This is an optimization exercise on Yosys and OpenROAD, whose aim is small area and a short achievable clock period, not a production implementation.
RTL that was checked went through simulation tests only; none was proved equivalent to the original.
Power and IR drop assume default switching activity.

## user_logic
module user_logic
(
  Bus2IP_Clk,
  Bus2IP_Reset,
  Bus2IP_Data,
  Bus2IP_BE,
  Bus2IP_RdCE,
  Bus2IP_WrCE,
  IP2Bus_Data,
  IP2Bus_RdAck,
  IP2Bus_WrAck,
  IP2Bus_Error
);
Size: ~2000 cells after synthesis, about 150 flip-flops, roughly 79 I/O pins.
Settings: LEC_CHECK=0, ABC_AREA=1, CAP_MARGIN=20, CORE_MARGIN=2, CORE_UTILIZATION=40, SLEW_MARGIN=20; clock period 8.5 ns.
run.sh (not shown) runs the stock make flow with config.mk's settings and CLKGATE_MAP_FILE= SYNTH_SCRIPT=/design/flow/synth_recipe.tcl, a recipe that flattens the netlist after the stock synthesis.
Change:
Settings changed: SETUP_SLACK_MARGIN set to 5, TNS_END_PERCENT set to 5.
What happened: The new run completed without violations. Routed wire length rises by 19%. Non-clock buffer count rises by 131. Power rises by 4.8%. Sequential share of layout area falls by 1.6 points. Cell count rises by 5.9%. Via count rises by 10%. Synthesized cell count stays the same. Clock-buffer cell count falls by 2. Flip-flop and latch count stays the same. Fmax rises by 25%. Global-route usage rises by 5.0 points.
Change:
Settings changed: SETUP_SLACK_MARGIN 5 to 4, TNS_END_PERCENT 5 to not set.
After rerunning: Critical path depth came out higher by 9. Die area stays the same. Hold slack is worse by 0.0046 ns. Via count hardly moves. Clock skew barely changes. Cell area went up by 0.85%.
Change:
Settings changed: TNS_END_PERCENT set to 5.
The new run finished clean.
Register-to-register slack got worse by 0.15 ns.
Non-clock buffer count came out lower by 33.
Final area fell by 4.5%.
Sequential share of layout area came out higher by 0.61 points.
Routed wire length decreases by 3.8%.
No run of this note included a check of the RTL's function; only the layout flow was run.

---

user_logic, a different RTL version from the one above (not shown whole).
For scale: about 1700 cells after synthesis, about 79 I/O pins, ~15000 um^2 of cells after synthesis.
make LEC_CHECK=0 ABC_AREA=1 CAP_MARGIN=0 CORE_MARGIN=2 CORE_UTILIZATION=40 SETUP_SLACK_MARGIN=4 SLEW_MARGIN=0 SYNTH_HIERARCHICAL=1 SYNTH_MINIMUM_KEEP_SIZE=0 TNS_END_PERCENT=5 finish   # period 8.5 ns
==> next run, changes <==
--- a/flow/config.mk
+++ b/flow/config.mk
@@ -7,9 +7,9 @@
 export LEC_CHECK = 0
 export ABC_AREA = 1
-export CAP_MARGIN = 0
+export CAP_MARGIN = 20
 export CORE_MARGIN = 2
 export CORE_UTILIZATION = 40
 export SETUP_SLACK_MARGIN = 4
-export SLEW_MARGIN = 0
+export SLEW_MARGIN = 20
 export SYNTH_HIERARCHICAL = 1
 export SYNTH_MINIMUM_KEEP_SIZE = 0
Effect: The changed run produced a clean layout. Combinational power stays flat. Count of clock-buffer cells in the layout stays the same. Setup slack does not change. Routed wire length does not change.

---

== lane 1 ==
user_logic, a different RTL version from the one above (not shown whole).
Size in the first run: ~1600 cells after synthesis, about 160 flip-flops, ~79 I/O pins.
Design user_logic, start of the top module:
module user_logic
(
  Bus2IP_Clk,
  Bus2IP_Reset,
  Bus2IP_Data,
  Bus2IP_BE,
  Bus2IP_RdCE,
  Bus2IP_WrCE,
  IP2Bus_Data,
  IP2Bus_RdAck,
  IP2Bus_WrAck,
  IP2Bus_Error
);
Settings: LEC_CHECK=0, ABC_AREA=1, CAP_MARGIN=20, CORE_MARGIN=2, CORE_UTILIZATION=40, PLACE_DENSITY=0.7, SETUP_SLACK_MARGIN=4.3, SLEW_MARGIN=20, SYNTH_HIERARCHICAL=1, SYNTH_MINIMUM_KEEP_SIZE=0, TNS_END_PERCENT=5; clock period 8.5 ns.
standard.sh (not shown) runs the stock make flow with config.mk's settings and CLKGATE_MAP_FILE= SYNTH_SCRIPT=/design/flow/synth_recipe.tcl, a recipe that flattens the netlist after the stock synthesis.
==> flow/flow/run.sh <==
#!/bin/bash
# The standard layout, with every input and output port buffered by
# sky130_fd_sc_hd__buf_2 (buffer_ports' -buffer_cell) instead of the cell
# buffer_ports picks by itself, and the buffers ABC put in at synthesis
# removed at floorplan (REMOVE_ABC_BUFFERS) so repair_design re-buffers only
# where needed. Everything else is the standard flow.
set -euo pipefail
bash standard.sh "BUFFER_PORTS_ARGS=-buffer_cell sky130_fd_sc_hd__buf_2" REMOVE_ABC_BUFFERS=1 finish > standard.log 2>&1
No stage failed in lane 1, and the final checks on the layout all came back clean.
Modified inputs, lane 2 compared to lane 1
# lane 1
export LEC_CHECK = 0
export ABC_AREA = 1
export CAP_MARGIN = 20
export CORE_MARGIN = 2
export CORE_UTILIZATION = 40
export PLACE_DENSITY = 0.7
export SETUP_SLACK_MARGIN = 4.3
export SLEW_MARGIN = 20
export SYNTH_HIERARCHICAL = 1
export SYNTH_MINIMUM_KEEP_SIZE = 0
export TNS_END_PERCENT = 5
create_clock -name core_clock -period 8.5 [get_ports {Bus2IP_Clk}]
# lane 2
export LEC_CHECK = 0
export ABC_AREA = 1
export CAP_MARGIN = 20
export CORE_MARGIN = 2
export CORE_UTILIZATION = 40
export CTS_BUF_LIST = sky130_fd_sc_hd__clkbuf_4 sky130_fd_sc_hd__clkbuf_8
export SETUP_SLACK_MARGIN = 4.3
export SLEW_MARGIN = 20
export SYNTH_HIERARCHICAL = 1
export SYNTH_MINIMUM_KEEP_SIZE = 0
export TNS_END_PERCENT = 5
create_clock -name core_clock -period 8.5 [get_ports {Bus2IP_Clk}]
==> flow/flow/run.sh <==
#!/bin/bash
# The standard layout, with every input and output port buffered by
# sky130_fd_sc_hd__buf_1 (buffer_ports' -buffer_cell) instead of the cell
# buffer_ports picks by itself, and the buffers ABC put in at synthesis
# removed at floorplan (REMOVE_ABC_BUFFERS) so repair_design re-buffers only
# where needed. Everything else is the standard flow.
set -euo pipefail
bash standard.sh "BUFFER_PORTS_ARGS=-buffer_cell sky130_fd_sc_hd__buf_1" REMOVE_ABC_BUFFERS=1 finish > standard.log 2>&1
### Flow results
- Sort lane 1 and lane 2 by number of global-route vias before repair, descending, and lane 1 comes first.
- Lane 2 against lane 1: final cell utilization of the core lower, smallest hold slack higher, worst IR drop on VDD lower.
- Compared with lane 1, lane 2 shows a switching part of the total power that is 0.76 points higher.
- | number of placed instances, taps included | lane 2 vs lane 1 | ≈ equal |
- Lane 2 vs. lane 1: final area went down by 0.59%.
- For lane 2, the worst setup path endpoint was IP2Bus_Data[9], unlike lane 1, where it was IP2Bus_Data[30].
## Diff of input files: lane 3 against lane 2
# lane 2
export LEC_CHECK = 0
export ABC_AREA = 1
export CAP_MARGIN = 20
export CORE_MARGIN = 2
export CORE_UTILIZATION = 40
export CTS_BUF_LIST = sky130_fd_sc_hd__clkbuf_4 sky130_fd_sc_hd__clkbuf_8
export SETUP_SLACK_MARGIN = 4.3
export SLEW_MARGIN = 20
export SYNTH_HIERARCHICAL = 1
export SYNTH_MINIMUM_KEEP_SIZE = 0
export TNS_END_PERCENT = 5
create_clock -name core_clock -period 8.5 [get_ports {Bus2IP_Clk}]
# lane 3
export LEC_CHECK = 0
export ABC_AREA = 1
export CAP_MARGIN = 20
export CORE_MARGIN = 2
export CORE_UTILIZATION = 30
export SETUP_SLACK_MARGIN = 4.3
export SLEW_MARGIN = 20
export SYNTH_HIERARCHICAL = 1
export SYNTH_MINIMUM_KEEP_SIZE = 0
export TNS_END_PERCENT = 5
create_clock -name core_clock -period 8.5 [get_ports {Bus2IP_Clk}]
==> flow/flow/run.sh <==
#!/bin/bash
# The standard layout, with every input and output port buffered by
# sky130_fd_sc_hd__buf_2 (buffer_ports' -buffer_cell) instead of the cell
# buffer_ports picks by itself, and the buffers ABC put in at synthesis
# removed at floorplan (REMOVE_ABC_BUFFERS) so repair_design re-buffers only
# where needed. Everything else is the standard flow.
set -euo pipefail
bash standard.sh "BUFFER_PORTS_ARGS=-buffer_cell sky130_fd_sc_hd__buf_2" REMOVE_ABC_BUFFERS=1 finish > standard.log 2>&1
==> comparison <==
- Taking lane 2 as the reference, in lane 3 total power after layout increased by about 10% relative to the old numbers, detailed-placement wirelength estimate shows an increase of 3.2%.
- For leftover overflow at the end of global routing, lane 3 and lane 2 come out practically identical.
- Looking at arrival time of data at the critical path endpoint, lane 3 sits 0.03 ns above lane 2.
- Lane 3 vs lane 2 — first-pass GRT wire length climbed slightly

---

Another version of the RTL of user_logic (not shown whole).
Size: ~1600 cells after synthesis, about 0.015 mm^2 of cells after synthesis.
export LEC_CHECK = 0
export ABC_AREA = 1
export CAP_MARGIN = 20
export CORE_MARGIN = 2
export CORE_UTILIZATION = 40
export SETUP_SLACK_MARGIN = 4
export SLEW_MARGIN = 20
export SYNTH_HIERARCHICAL = 1
export SYNTH_MINIMUM_KEEP_SIZE = 0
export TNS_END_PERCENT = 5
create_clock -name core_clock -period 8.5 [get_ports {Bus2IP_Clk}]
==> flow/flow/run.sh <==
#!/bin/bash
# The standard layout, with every input and output port buffered by
# sky130_fd_sc_hd__buf_2 (buffer_ports' -buffer_cell) instead of the cell
# buffer_ports picks by itself. Everything else is the standard flow.
set -euo pipefail
bash standard.sh "BUFFER_PORTS_ARGS=-buffer_cell sky130_fd_sc_hd__buf_2" finish > standard.log 2>&1
The starting point finished clean.
Rerun with:
==> flow/flow/run.sh (replaced) <==
#!/bin/bash
# The standard layout, with every input and output port buffered by
# sky130_fd_sc_hd__buf_2 (buffer_ports' -buffer_cell) instead of the cell
# buffer_ports picks by itself, and the buffers ABC put in at synthesis
# removed at floorplan (REMOVE_ABC_BUFFERS) so repair_design re-buffers only
# where needed. Everything else is the standard flow.
set -euo pipefail
bash standard.sh "BUFFER_PORTS_ARGS=-buffer_cell sky130_fd_sc_hd__buf_2" REMOVE_ABC_BUFFERS=1 finish > standard.log 2>&1
- global-route usage went down by 1.0 points
- non-clock buffer count went down by 8
- setup slack got worse by 32 ps
- final area fell by 1.3%
- first-iteration DRC count decreases by 18%
- power goes down by 3.5%
- sequential share of layout area went up by 0.24 points
Rerun with:
==> flow/run.sh (new file) <==
#!/bin/bash
# synth_recipe.tcl (not shown) runs the flow's synth.tcl, then flattens the netlist and writes it again
# the make line also repeats each setting of config.mk as NAME=value (left out here)
make -C /OpenROAD-flow-scripts/flow DESIGN_CONFIG=/design/flow/config.mk WORK_HOME=/design/flow/orfs CLKGATE_MAP_FILE= SYNTH_SCRIPT=/design/flow/synth_recipe.tcl finish
removed: flow/flow/run.sh
removed: flow/standard.sh
The new run passed the timing, DRC and antenna checks.
Critical path depth increases by 1.
Core utilization increases by 0.64 points.
Global-route usage increases by 1.5 points.
First-iteration DRC count increases by 11%.
Rerun with:
==> flow/flow/run.sh (new file) <==
#!/bin/bash
# The standard layout, with every input and output port buffered by
# sky130_fd_sc_hd__buf_4 (buffer_ports' -buffer_cell) instead of the cell
# buffer_ports picks by itself. Everything else is the standard flow.
set -euo pipefail
bash standard.sh "BUFFER_PORTS_ARGS=-buffer_cell sky130_fd_sc_hd__buf_4" finish > standard.log 2>&1
==> flow/standard.sh (new file) <==
#!/bin/bash
# synth_recipe.tcl (not shown) runs the flow's synth.tcl, then flattens the netlist and writes it again
# the make line also repeats each setting of config.mk as NAME=value (left out here)
make -C /OpenROAD-flow-scripts/flow DESIGN_CONFIG=/design/flow/config.mk WORK_HOME=/design/flow/orfs CLKGATE_MAP_FILE= SYNTH_SCRIPT=/design/flow/synth_recipe.tcl "${@:-finish}"
removed: flow/run.sh
=> Cell count stays flat. Cell area stays flat. Die area is unchanged. Sequential cell count is unchanged. Global-route usage is about the same. Hold slack stays flat. Synthesized cell count is unchanged.
Rerun with:
==> flow/flow/run.sh (replaced) <==
#!/bin/bash
# The standard layout, with every input and output port buffered by
# sky130_fd_sc_hd__buf_2 (buffer_ports' -buffer_cell) instead of the cell
# buffer_ports picks by itself, and the buffers ABC put in at synthesis
# removed at floorplan (REMOVE_ABC_BUFFERS) so repair_design re-buffers only
# where needed. Everything else is the standard flow.
set -euo pipefail
bash standard.sh "BUFFER_PORTS_ARGS=-buffer_cell sky130_fd_sc_hd__buf_2" REMOVE_ABC_BUFFERS=1 finish > standard.log 2>&1
Settings changed: SETUP_SLACK_MARGIN 4 to 4.3.
Outcome:
- The new run finished clean
- cell area came out lower slightly
- via count barely changes
- total power came out lower slightly
- register-to-register slack is better by 70 ps
- synthesized cell count is unchanged
- clock-buffer cell count came out higher by 5
- synthesized area is unchanged
- final cell count barely changes
- hold slack is worse by 12 ps
- utilization came out lower by 0.42 points
Rerun with:
==> flow/flow/run.sh (replaced) <==
#!/bin/bash
# The standard layout, with every input and output port buffered by
# sky130_fd_sc_hd__buf_2 (buffer_ports' -buffer_cell) instead of the cell
# buffer_ports picks by itself. Everything else is the standard flow.
set -euo pipefail
bash standard.sh "BUFFER_PORTS_ARGS=-buffer_cell sky130_fd_sc_hd__buf_2" finish > standard.log 2>&1
Settings changed: SETUP_SLACK_MARGIN 4.3 to 4.6.
The changed run completed without violations. Wire length came out higher by about 17%. Clock skew went up by 5.1 ps. Design area grows by 9.7%. Die area is unchanged. Power is higher by about 7%. Global-route usage rose by 1.2 points. Maximum frequency stays flat. Sequential cell count is unchanged. Register-to-register slack improves by 200 ps.

---

Another version of the RTL of user_logic (not shown whole).
For scale: roughly 150 flip-flops, ~79 I/O pins, ~0.015 mm^2 of cells after synthesis.
make LEC_CHECK=0 ABC_AREA=1 CAP_MARGIN=20 CORE_MARGIN=2 CORE_UTILIZATION=40 SETUP_SLACK_MARGIN=4.5 SLEW_MARGIN=20 SYNTH_HIERARCHICAL=1 SYNTH_MINIMUM_KEEP_SIZE=0 TNS_END_PERCENT=5 finish   # period 8.5 ns
run.sh (not shown) runs the stock make flow with config.mk's settings and CLKGATE_MAP_FILE= SYNTH_SCRIPT=/design/flow/synth_recipe.tcl, a recipe that flattens the netlist after the stock synthesis.
Stock flow here: none of the scripts above is used.
Edit:
--- a/flow/config.mk
+++ b/flow/config.mk
@@ -12 +12 @@
-export SETUP_SLACK_MARGIN = 4.5
+export SETUP_SLACK_MARGIN = 4.25
The changed run finished with timing, DRC and antenna clean. First-iteration DRC count came out lower by about a fifth. Synthesized cell count is unchanged. Power came out lower slightly. Critical path depth came out lower by 4. Setup slack gains 0.0051 ns. Area after synthesis does not change. Sequential share of layout area came out higher by 0.43 points. Final area came out lower by a few percent. Non-clock buffer count came out lower by 17. Final cell count came out lower slightly.
No run of this note included a check of the RTL's function; only the layout flow was run.

---

user_logic, a different RTL version from the one above (not shown whole).
Size: ~1600 cells after synthesis, about 160 flip-flops.
Settings: LEC_CHECK=0, ABC_AREA=1, CAP_MARGIN=20, CORE_MARGIN=2, CORE_UTILIZATION=40, CTS_BUF_LIST=sky130_fd_sc_hd__clkbuf_4 sky130_fd_sc_hd__clkbuf_8, SETUP_SLACK_MARGIN=4.3, SLEW_MARGIN=20, SYNTH_HIERARCHICAL=1, SYNTH_MINIMUM_KEEP_SIZE=0, TNS_END_PERCENT=5; clock period 8.5 ns.
standard.sh (not shown) runs the stock make flow with config.mk's settings and CLKGATE_MAP_FILE= SYNTH_SCRIPT=/design/flow/synth_recipe.tcl, a recipe that flattens the netlist after the stock synthesis.
==> flow/flow/run.sh <==
#!/bin/bash
# The standard layout, with every input and output port buffered by
# sky130_fd_sc_hd__buf_2 (buffer_ports' -buffer_cell) instead of the cell
# buffer_ports picks by itself, and the buffers ABC put in at synthesis
# removed at floorplan (REMOVE_ABC_BUFFERS) so repair_design re-buffers only
# where needed. Everything else is the standard flow.
set -euo pipefail
bash standard.sh "BUFFER_PORTS_ARGS=-buffer_cell sky130_fd_sc_hd__buf_2" REMOVE_ABC_BUFFERS=1 finish > standard.log 2>&1
Rerun with:
CTS_BUF_LIST = not set   (was sky130_fd_sc_hd__clkbuf_4 sky130_fd_sc_hd__clkbuf_8)
The changed run went through all stages and came out clean.
Core utilization grows by 0.64 points.
Wire length hardly moves.
Combinational power barely changes.
Worst setup slack stays flat.
Clock-buffer cell count stays the same.
Clock power grows by 33%.
Cell area grows by 1.5%.
Flip-flop and latch count stays the same.
Sequential power barely changes.
Function was not checked in any run of this note: the RTL went through the layout flow alone.

---

user_logic with an RTL version that a note above also has.
Size in the first run: ~1600 cells after synthesis, ~79 I/O pins.
export LEC_CHECK = 0
export ABC_AREA = 1
export CAP_MARGIN = 20
export CORE_MARGIN = 2
export CORE_UTILIZATION = 40
export CTS_BUF_LIST = sky130_fd_sc_hd__clkbuf_4 sky130_fd_sc_hd__clkbuf_8
export GPL_ROUTABILITY_DRIVEN = 0
export SETUP_SLACK_MARGIN = 4.3
export SLEW_MARGIN = 20
export SYNTH_HIERARCHICAL = 1
export SYNTH_MINIMUM_KEEP_SIZE = 0
export TNS_END_PERCENT = 5
create_clock -name core_clock -period 8.5 [get_ports {Bus2IP_Clk}]
Scripts as last shown in full above: flow/flow/run.sh
The first run ran to the end with no violations.
Edit:
- CTS_BUF_LIST: sky130_fd_sc_hd__clkbuf_4 sky130_fd_sc_hd__clkbuf_8 -> unset
- GPL_ROUTABILITY_DRIVEN: 0 -> unset
The changed run completed without violations.
Routed wire length climbs slightly.
Maximum frequency is about the same.
Register-to-register slack is about the same.
Total power climbs by roughly a tenth.
Hold slack degrades by 5.6 ps.
Setup slack degrades by 11 ps.
Edit:
- CTS_BUF_LIST: unset -> sky130_fd_sc_hd__clkbuf_4 sky130_fd_sc_hd__clkbuf_8
=> Wire length decreases by 0.82%. Maximum frequency is about the same. First-iteration DRC count increases by 0.47%. Via count stays flat. Synthesized area is unchanged.

[re-timing with driven ports]
The results above use ideal ports. As a check the final layouts listed here were re-extracted and re-timed, cells and wires unchanged.
Step 1 (the two cells are an assumption about what drives the block):
set clk [get_ports {Bus2IP_Clk}]
set_driving_cell -lib_cell sky130_fd_sc_hd__clkbuf_16 $clk
set_driving_cell -lib_cell sky130_fd_sc_hd__buf_2 [delete_from_list [all_inputs] $clk]
Step 2, shift: input delay + t, output delay - t, t = (earliest + latest rising clock arrival at the registers) / 2. This alone moves slack from input paths to output paths.
Slacks: no drivers / after step 1 / after step 2; pairs: no drivers / after step 1.
run	shift t [ns]	setup slack, ns	worst register clock-pin slew, ns	pins driven straight from the clock port
the first run of note 1	0.508	2.429 / 2.429 / 2.429	0.07 / 0.07	1
the second run of note 1	0.516	3.649 / 3.649 / 3.649	0.08 / 0.08	1
the third run of note 1	0.528	3.730 / 3.730 / 3.730	0.08 / 0.08	1
the fourth run of note 1	0.520	3.577 / 3.577 / 3.577	0.07 / 0.07	1
the first run of note 2	0.502	3.968 / 3.947 / 3.947	0.08 / 0.08	1
the second run of note 2	0.502	3.968 / 3.947 / 3.947	0.08 / 0.08	1
lane 1	0.494	4.240 / 4.025 / 4.025	0.08 / 0.08	1
lane 2	0.536	4.103 / 4.064 / 4.064	0.10 / 0.10	1
lane 3	0.514	4.074 / 4.026 / 4.026	0.07 / 0.07	1
the first run of note 4	0.500	4.001 / 3.960 / 3.960	0.08 / 0.08	1
the second run of note 4	0.501	3.969 / 3.929 / 3.929	0.07 / 0.07	1
the third run of note 4	0.508	3.963 / 3.942 / 3.942	0.08 / 0.08	1
the fourth run of note 4	0.506	3.988 / 3.961 / 3.961	0.08 / 0.08	1
the fifth run of note 4	0.505	4.010 / 3.971 / 3.971	0.07 / 0.07	1
the sixth run of note 4	0.497	4.021 / 3.966 / 3.966	0.08 / 0.08	1
the first run of note 5	0.503	4.000 / 3.953 / 3.953	0.08 / 0.08	1
the second run of note 5	0.502	4.006 / 4.009 / 3.536	0.08 / 0.08	1
the first run of note 6	0.526	4.245 / 4.077 / 4.077	0.11 / 0.11	1
the second run of note 6	0.494	4.245 / 4.070 / 4.070	0.08 / 0.08	1
the first run of note 7	0.550	4.213 / 4.092 / 4.092	0.11 / 0.11	1
the second run of note 7	0.508	4.202 / 4.072 / 4.072	0.08 / 0.08	1
the third run of note 7	0.550	4.213 / 4.092 / 4.092	0.11 / 0.11	1
After both steps setup and hold are still met in every run listed. For the second run of note 5, which loses most, drivers alone change the setup slack by +0.003 ns; drivers and shift together by -0.470 ns.
